Source: an optimization exercise on an open RTL-to-GDS flow (aim: small area and a short achievable clock period). Production flows keep margins and buffers that such runs may drop. Where RTL was checked, it was by simulation tests only, not by an equivalence proof against the original. No activity file was given, so power comes from the tool's default toggle rates.

== job 101 ==
// FIR
module FIR(Dout,
           Din,
           clk,
           reset);
Size: about 410 cells after synthesis, about 28 I/O pins.
==> module outadd, before the edit <==
module outadd(input [15:0] s, input [7:0] d, input [0:0] k, output [15:0] y);
    wire [4:0] px, po, pn;
    dpx upx (d, px);
    dpon upo (d, po, pn);
    wire o_w1 = ~d[0];
    wire o_w2 = ~d[1];
    wire o_w3 = ~d[2];
    wire o_w4 = ~d[3];
    wire o_w5 = ~d[4];
    wire o_w6 = ~d[5];
    wire o_w7 = ~d[6];
    wire o_w8 = ~d[7];
    wire o_w9 = s[3] ^ px[0];
    wire o_w10 = s[3] ? po[0] : pn[0];
    wire o_w11 = s[4] ^ px[1];
    wire o_w12 = s[4] ? po[1] : pn[1];
    wire o_w13 = s[5] ^ px[2];
    wire o_w14 = s[5] ? po[2] : pn[2];
    wire o_w15 = s[6] ^ px[3];
    wire o_w16 = s[6] ? po[3] : pn[3];
    wire o_w17 = s[7] ^ px[4];
    wire o_w18 = s[7] ? po[4] : pn[4];
    wire o_s19, o_c20;
    ha o_u20 (s[8], d[5], o_s19, o_c20);
    wire o_s21, o_c22;
    ha o_u22 (s[9], d[6], o_s21, o_c22);
    wire o_s23, o_c24;
    ha o_u24 (s[10], d[7], o_s23, o_c24);
    wire o_s25, o_c26;
    ha o_u26 (s[0], o_w1, o_s25, o_c26);
    wire o_s27, o_c28;
    ha o_u28 (s[1], o_w2, o_s27, o_c28);
    wire o_s29, o_c30;
    ha o_u30 (s[2], o_w3, o_s29, o_c30);
    wire o_s31, o_c32;
    ha o_u32 (o_w11, o_w10, o_s31, o_c32);
    wire o_s33, o_c34;
    ha o_u34 (o_w13, o_w12, o_s33, o_c34);
    wire o_s35, o_c36;
    ha o_u36 (o_w15, o_w14, o_s35, o_c36);
    wire o_s37, o_c38;
    ha o_u38 (o_w17, o_w16, o_s37, o_c38);
    wire o_s39, o_c40;
    ha o_u40 (o_s19, o_w18, o_s39, o_c40);
    wire o_s41, o_c42;
    ha o_u42 (o_s21, o_c20, o_s41, o_c42);
    wire o_s43, o_c44;
    ha o_u44 (o_s23, o_c22, o_s43, o_c44);
    wire o_s45, o_c46;
    ha o_u46 (s[11], o_c24, o_s45, o_c46);
    wire o_w47 = o_c28 | (o_s27 & o_c26);
    wire o_w48 = o_s27 & o_s25;
    wire o_w49 = (o_w9 & o_c30);
    wire o_w50 = o_w9 & o_s29;
    wire o_w51 = o_c34 | (o_s33 & o_c32);
    wire o_w52 = o_s33 & o_s31;
    wire o_w53 = o_c38 | (o_s37 & o_c36);
    wire o_w54 = o_s37 & o_s35;
    wire o_w55 = o_c42 | (o_s41 & o_c40);
    wire o_w56 = o_s41 & o_s39;
    wire o_w57 = o_c46 | (o_s45 & o_c44);
    wire o_w58 = o_s45 & o_s43;
    wire o_w59 = s[13] & s[12];
    wire o_w60 = s[15] & s[14];
    wire o_w61 = o_c30 | (o_s29 & o_w47);
    wire o_w62 = o_s29 & o_w48;
    wire o_w63 = o_w49 | (o_w50 & o_w47);
    wire o_w64 = o_w50 & o_w48;
    wire o_w65 = o_c36 | (o_s35 & o_w51);
    wire o_w66 = o_s35 & o_w52;
    wire o_w67 = o_w53 | (o_w54 & o_w51);
    wire o_w68 = o_w54 & o_w52;
    wire o_w69 = o_c44 | (o_s43 & o_w55);
    wire o_w70 = o_s43 & o_w56;
    wire o_w71 = o_w57 | (o_w58 & o_w55);
    wire o_w72 = o_w58 & o_w56;
    wire o_w73 = s[14] & o_w59;
    wire o_w74 = o_w60 & o_w59;
    wire o_w75 = o_c32 | (o_s31 & o_w63);
    wire o_w76 = o_s31 & o_w64;
    wire o_w77 = o_w51 | (o_w52 & o_w63);
    wire o_w78 = o_w52 & o_w64;
    wire o_w79 = o_w65 | (o_w66 & o_w63);
    wire o_w80 = o_w66 & o_w64;
    wire o_w81 = o_w67 | (o_w68 & o_w63);
    wire o_w82 = o_w68 & o_w64;
    wire o_w83 = (s[12] & o_w71);
    wire o_w84 = s[12] & o_w72;
    wire o_w85 = (o_w59 & o_w71);
    wire o_w86 = o_w59 & o_w72;
    wire o_w87 = (o_w73 & o_w71);
    wire o_w88 = o_w73 & o_w72;
    wire o_w89 = (o_w74 & o_w71);
    wire o_w90 = o_w74 & o_w72;
    wire o_w91 = o_c40 | (o_s39 & o_w81);
    wire o_w92 = o_s39 & o_w82;
    wire o_w93 = o_w55 | (o_w56 & o_w81);
    wire o_w94 = o_w56 & o_w82;
    wire o_w95 = o_w69 | (o_w70 & o_w81);
    wire o_w96 = o_w70 & o_w82;
    wire o_w97 = o_w71 | (o_w72 & o_w81);
    wire o_w98 = o_w72 & o_w82;
    wire o_w99 = o_w83 | (o_w84 & o_w81);
    wire o_w100 = o_w84 & o_w82;
    wire o_w101 = o_w85 | (o_w86 & o_w81);
    wire o_w102 = o_w86 & o_w82;
    wire o_w103 = o_w87 | (o_w88 & o_w81);
    wire o_w104 = o_w88 & o_w82;
    wire o_w105 = o_w89 | (o_w90 & o_w81);
    wire o_w106 = o_w90 & o_w82;
    wire o_w107 = o_s27 ^ o_c26;
    wire o_w108 = o_s29 ^ o_w47;
    wire o_w109 = o_w9 ^ o_w61;
    wire o_w110 = o_s31 ^ o_w63;
    wire o_w111 = o_s33 ^ o_w75;
    wire o_w112 = o_s35 ^ o_w77;
    wire o_w113 = o_s37 ^ o_w79;
    wire o_w114 = o_s39 ^ o_w81;
    wire o_w115 = o_s41 ^ o_w91;
    wire o_w116 = o_s43 ^ o_w93;
    wire o_w117 = o_s45 ^ o_w95;
    wire o_w118 = s[12] ^ o_w97;
    wire o_w119 = s[13] ^ o_w99;
    wire o_w120 = s[14] ^ o_w101;
    wire o_w121 = s[15] ^ o_w103;
    assign y = {o_w121, o_w120, o_w119, o_w118, o_w117, o_w116, o_w115, o_w114, o_w113, o_w112, o_w111, o_w110, o_w109, o_w108, o_w107, o_s25};
endmodule
==> module dpx, before the edit <==
module dpx(input [7:0] d, output [4:0] x);
    assign x[0] = ~(d[0] ^ d[3]);   
    assign x[1] = ~(d[1] ^ d[4]);   
    assign x[2] = ~(d[2] ^ d[5]);   
    assign x[3] = ~(d[3] ^ d[6]);   
    assign x[4] = ~(d[4] ^ d[7]);   
endmodule
==> module dpon, before the edit <==
module dpon(input [7:0] d, output [4:0] o, output [4:0] n);
    assign o[0] = d[0] | ~d[3];   
    assign n[0] = d[0] & ~d[3];
    assign o[1] = d[1] | ~d[4];   
    assign n[1] = d[1] & ~d[4];
    assign o[2] = d[2] | ~d[5];   
    assign n[2] = d[2] & ~d[5];
    assign o[3] = d[3] | ~d[6];   
    assign n[3] = d[3] & ~d[6];
    assign o[4] = d[4] | ~d[7];   
    assign n[4] = d[4] & ~d[7];
endmodule
export LEC_CHECK = 0
export CAP_MARGIN = 20
export CORE_MARGIN = 2
export CORE_UTILIZATION = 40
export SETUP_SLACK_MARGIN = 5
export SLEW_MARGIN = 20
export SYNTH_HIERARCHICAL = 1
export SYNTH_MINIMUM_KEEP_SIZE = 0
create_clock -name core_clock -period 12.0 [get_ports {clk}]
standard.sh (not shown) runs the stock make flow with config.mk's settings and CLKGATE_MAP_FILE= SYNTH_SCRIPT=/design/flow/synth_recipe.tcl, a recipe that flattens the netlist after the stock synthesis.
==> flow/flow/run.sh <==
#!/bin/bash
# Own layout flow: the standard ORFS flow (standard.sh's make command and
# synthesis, unchanged), with these changes after synthesis:
#  - timing repair aims at a setup slack margin of $MARGIN ns,
#  - port buffers are buf_2 cells (ORFS's default pick is a delay cell),
#  - clock tree: clkbuf_8 buffers, larger sink clusters, no dummy loads.
# ORFS writes each tool's log under orfs/logs/; make's output goes to
# make_*.log in this folder.
set -euo pipefail
MARGIN=5
MAKELINE=$(grep '^make ' standard.sh | sed 's/"\${@:-finish}"//')
run_make() { eval "$MAKELINE"' "$@"'; }
run_make synth > make_synth.log 2>&1
run_make "SETUP_SLACK_MARGIN=$MARGIN" \
  "BUFFER_PORTS_ARGS=-buffer_cell sky130_fd_sc_hd__buf_2" \
  "CTS_ARGS=-sink_clustering_enable -repair_clock_nets -dont_use_dummy_load -buf_list sky130_fd_sc_hd__clkbuf_8 -sink_clustering_size 30 -sink_clustering_max_diameter 100" \
  finish > make_finish.log 2>&1
# everything is built: this only writes out/final.def from the final layout
bash standard.sh finish > make_def.log 2>&1
[inputs] job 102 vs job 101
--- a/flow/design.v
+++ b/flow/design.v
@@ -276,29 +276,26 @@
     outadd ua (S, Din, 1'b0, y);
     assign Dout = {2'b00, y};
 endmodule
 module outadd(input [15:0] s, input [7:0] d, input [0:0] k, output [15:0] y);
-    wire [4:0] px, po, pn;
-    dpx upx (d, px);
-    dpon upo (d, po, pn);
     wire o_w1 = ~d[0];
     wire o_w2 = ~d[1];
     wire o_w3 = ~d[2];
     wire o_w4 = ~d[3];
     wire o_w5 = ~d[4];
     wire o_w6 = ~d[5];
     wire o_w7 = ~d[6];
     wire o_w8 = ~d[7];
-    wire o_w9 = s[3] ^ px[0];
-    wire o_w10 = s[3] ? po[0] : pn[0];
-    wire o_w11 = s[4] ^ px[1];
-    wire o_w12 = s[4] ? po[1] : pn[1];
-    wire o_w13 = s[5] ^ px[2];
-    wire o_w14 = s[5] ? po[2] : pn[2];
-    wire o_w15 = s[6] ^ px[3];
-    wire o_w16 = s[6] ? po[3] : pn[3];
-    wire o_w17 = s[7] ^ px[4];
-    wire o_w18 = s[7] ? po[4] : pn[4];
+    wire o_s9, o_c10;
+    fa o_u10 (s[3], d[0], o_w4, o_s9, o_c10);
+    wire o_s11, o_c12;
+    fa o_u12 (s[4], d[1], o_w5, o_s11, o_c12);
+    wire o_s13, o_c14;
+    fa o_u14 (s[5], d[2], o_w6, o_s13, o_c14);
+    wire o_s15, o_c16;
+    fa o_u16 (s[6], d[3], o_w7, o_s15, o_c16);
+    wire o_s17, o_c18;
+    fa o_u18 (s[7], d[4], o_w8, o_s17, o_c18);
     wire o_s19, o_c20;
     ha o_u20 (s[8], d[5], o_s19, o_c20);
     wire o_s21, o_c22;
     ha o_u22 (s[9], d[6], o_s21, o_c22);
@@ -310,27 +307,27 @@
     ha o_u28 (s[1], o_w2, o_s27, o_c28);
     wire o_s29, o_c30;
     ha o_u30 (s[2], o_w3, o_s29, o_c30);
     wire o_s31, o_c32;
-    ha o_u32 (o_w11, o_w10, o_s31, o_c32);
+    ha o_u32 (o_s11, o_c10, o_s31, o_c32);
     wire o_s33, o_c34;
-    ha o_u34 (o_w13, o_w12, o_s33, o_c34);
+    ha o_u34 (o_s13, o_c12, o_s33, o_c34);
     wire o_s35, o_c36;
-    ha o_u36 (o_w15, o_w14, o_s35, o_c36);
+    ha o_u36 (o_s15, o_c14, o_s35, o_c36);
     wire o_s37, o_c38;
-    ha o_u38 (o_w17, o_w16, o_s37, o_c38);
+    ha o_u38 (o_s17, o_c16, o_s37, o_c38);
     wire o_s39, o_c40;
-    ha o_u40 (o_s19, o_w18, o_s39, o_c40);
+    ha o_u40 (o_s19, o_c18, o_s39, o_c40);
     wire o_s41, o_c42;
     ha o_u42 (o_s21, o_c20, o_s41, o_c42);
     wire o_s43, o_c44;
     ha o_u44 (o_s23, o_c22, o_s43, o_c44);
     wire o_s45, o_c46;
     ha o_u46 (s[11], o_c24, o_s45, o_c46);
     wire o_w47 = o_c28 | (o_s27 & o_c26);
     wire o_w48 = o_s27 & o_s25;
-    wire o_w49 = (o_w9 & o_c30);
-    wire o_w50 = o_w9 & o_s29;
+    wire o_w49 = (o_s9 & o_c30);
+    wire o_w50 = o_s9 & o_s29;
     wire o_w51 = o_c34 | (o_s33 & o_c32);
     wire o_w52 = o_s33 & o_s31;
     wire o_w53 = o_c38 | (o_s37 & o_c36);
     wire o_w54 = o_s37 & o_s35;
@@ -387,9 +384,9 @@
     wire o_w105 = o_w89 | (o_w90 & o_w81);
     wire o_w106 = o_w90 & o_w82;
     wire o_w107 = o_s27 ^ o_c26;
     wire o_w108 = o_s29 ^ o_w47;
-    wire o_w109 = o_w9 ^ o_w61;
+    wire o_w109 = o_s9 ^ o_w61;
     wire o_w110 = o_s31 ^ o_w63;
     wire o_w111 = o_s33 ^ o_w75;
     wire o_w112 = o_s35 ^ o_w77;
     wire o_w113 = o_s37 ^ o_w79;
@@ -402,27 +399,8 @@
     wire o_w120 = s[14] ^ o_w101;
     wire o_w121 = s[15] ^ o_w103;
     assign y = {o_w121, o_w120, o_w119, o_w118, o_w117, o_w116, o_w115, o_w114, o_w113, o_w112, o_w111, o_w110, o_w109, o_w108, o_w107, o_s25};
 endmodule
-module dpx(input [7:0] d, output [4:0] x);
-    assign x[0] = ~(d[0] ^ d[3]);   
-    assign x[1] = ~(d[1] ^ d[4]);   
-    assign x[2] = ~(d[2] ^ d[5]);   
-    assign x[3] = ~(d[3] ^ d[6]);   
-    assign x[4] = ~(d[4] ^ d[7]);   
-endmodule
-module dpon(input [7:0] d, output [4:0] o, output [4:0] n);
-    assign o[0] = d[0] | ~d[3];   
-    assign n[0] = d[0] & ~d[3];
-    assign o[1] = d[1] | ~d[4];   
-    assign n[1] = d[1] & ~d[4];
-    assign o[2] = d[2] | ~d[5];   
-    assign n[2] = d[2] & ~d[5];
-    assign o[3] = d[3] | ~d[6];   
-    assign n[3] = d[3] & ~d[6];
-    assign o[4] = d[4] | ~d[7];   
-    assign n[4] = d[4] & ~d[7];
-endmodule
 module fa(input a, input b, input c, output s, output co);
     assign s = a ^ b ^ c;
     assign co = (a & b) | (a & c) | (b & c);
 endmodule
## What came out
Job 101 went all the way through synthesis, placement and routing and the layout is clean on timing, DRC and antenna. Job 102: done, clean on timing, DRC and antenna. Job 102 vs job 101, met3 demand-to-capacity share in global routing went down by 0.71 points. When the final numbers for job 101 and job 102 were put side by side, the sequential fraction of total cell area turned out to be greater in job 102. The run showing the greater xor-xnor portion of the synthesized cell area is job 101. NOTE power job 101->job 102 decreased by a few percent. Synthesized area (lower): job 102. Job 101 was larger in final cell area than job 102. Of job 101 and job 102, the higher period utilization belongs to job 102. Job 102 — via count 7.6% lower, job 101 as reference. Compare job 101 and job 102 | mean post-synth cell area lower: job 101.
No functional check of the RTL was part of job 101.

separate check: timing with driven ports:
No port has a modelled driver above. Below, the same layouts with a new extraction and two added sets of constraints. Step 1: set_driving_cell puts a clkbuf_16 on clk and a buf_2 on each other input, an assumption about the parent block. Step 2 moves the port delays by t, midway between the first and last clock arrival at a register: inputs arrive t later, outputs are due t later. That takes back most of the time a late clock gives input paths. Three values: ideal ports, drivers, drivers and shift; two values: the first two.
run | t (ns) | slack for setup (ns) | cell pins on the clock port's net
job 101 | 0.371 | 5.084 / 5.055 / 4.736 | 1
job 102 | 0.378 | 5.022 / 4.997 / 4.625 | 1
After both steps setup and hold are still met in every run listed. For job 102, which loses most, drivers alone change the setup slack by -0.025 ns; drivers and shift together by -0.397 ns.
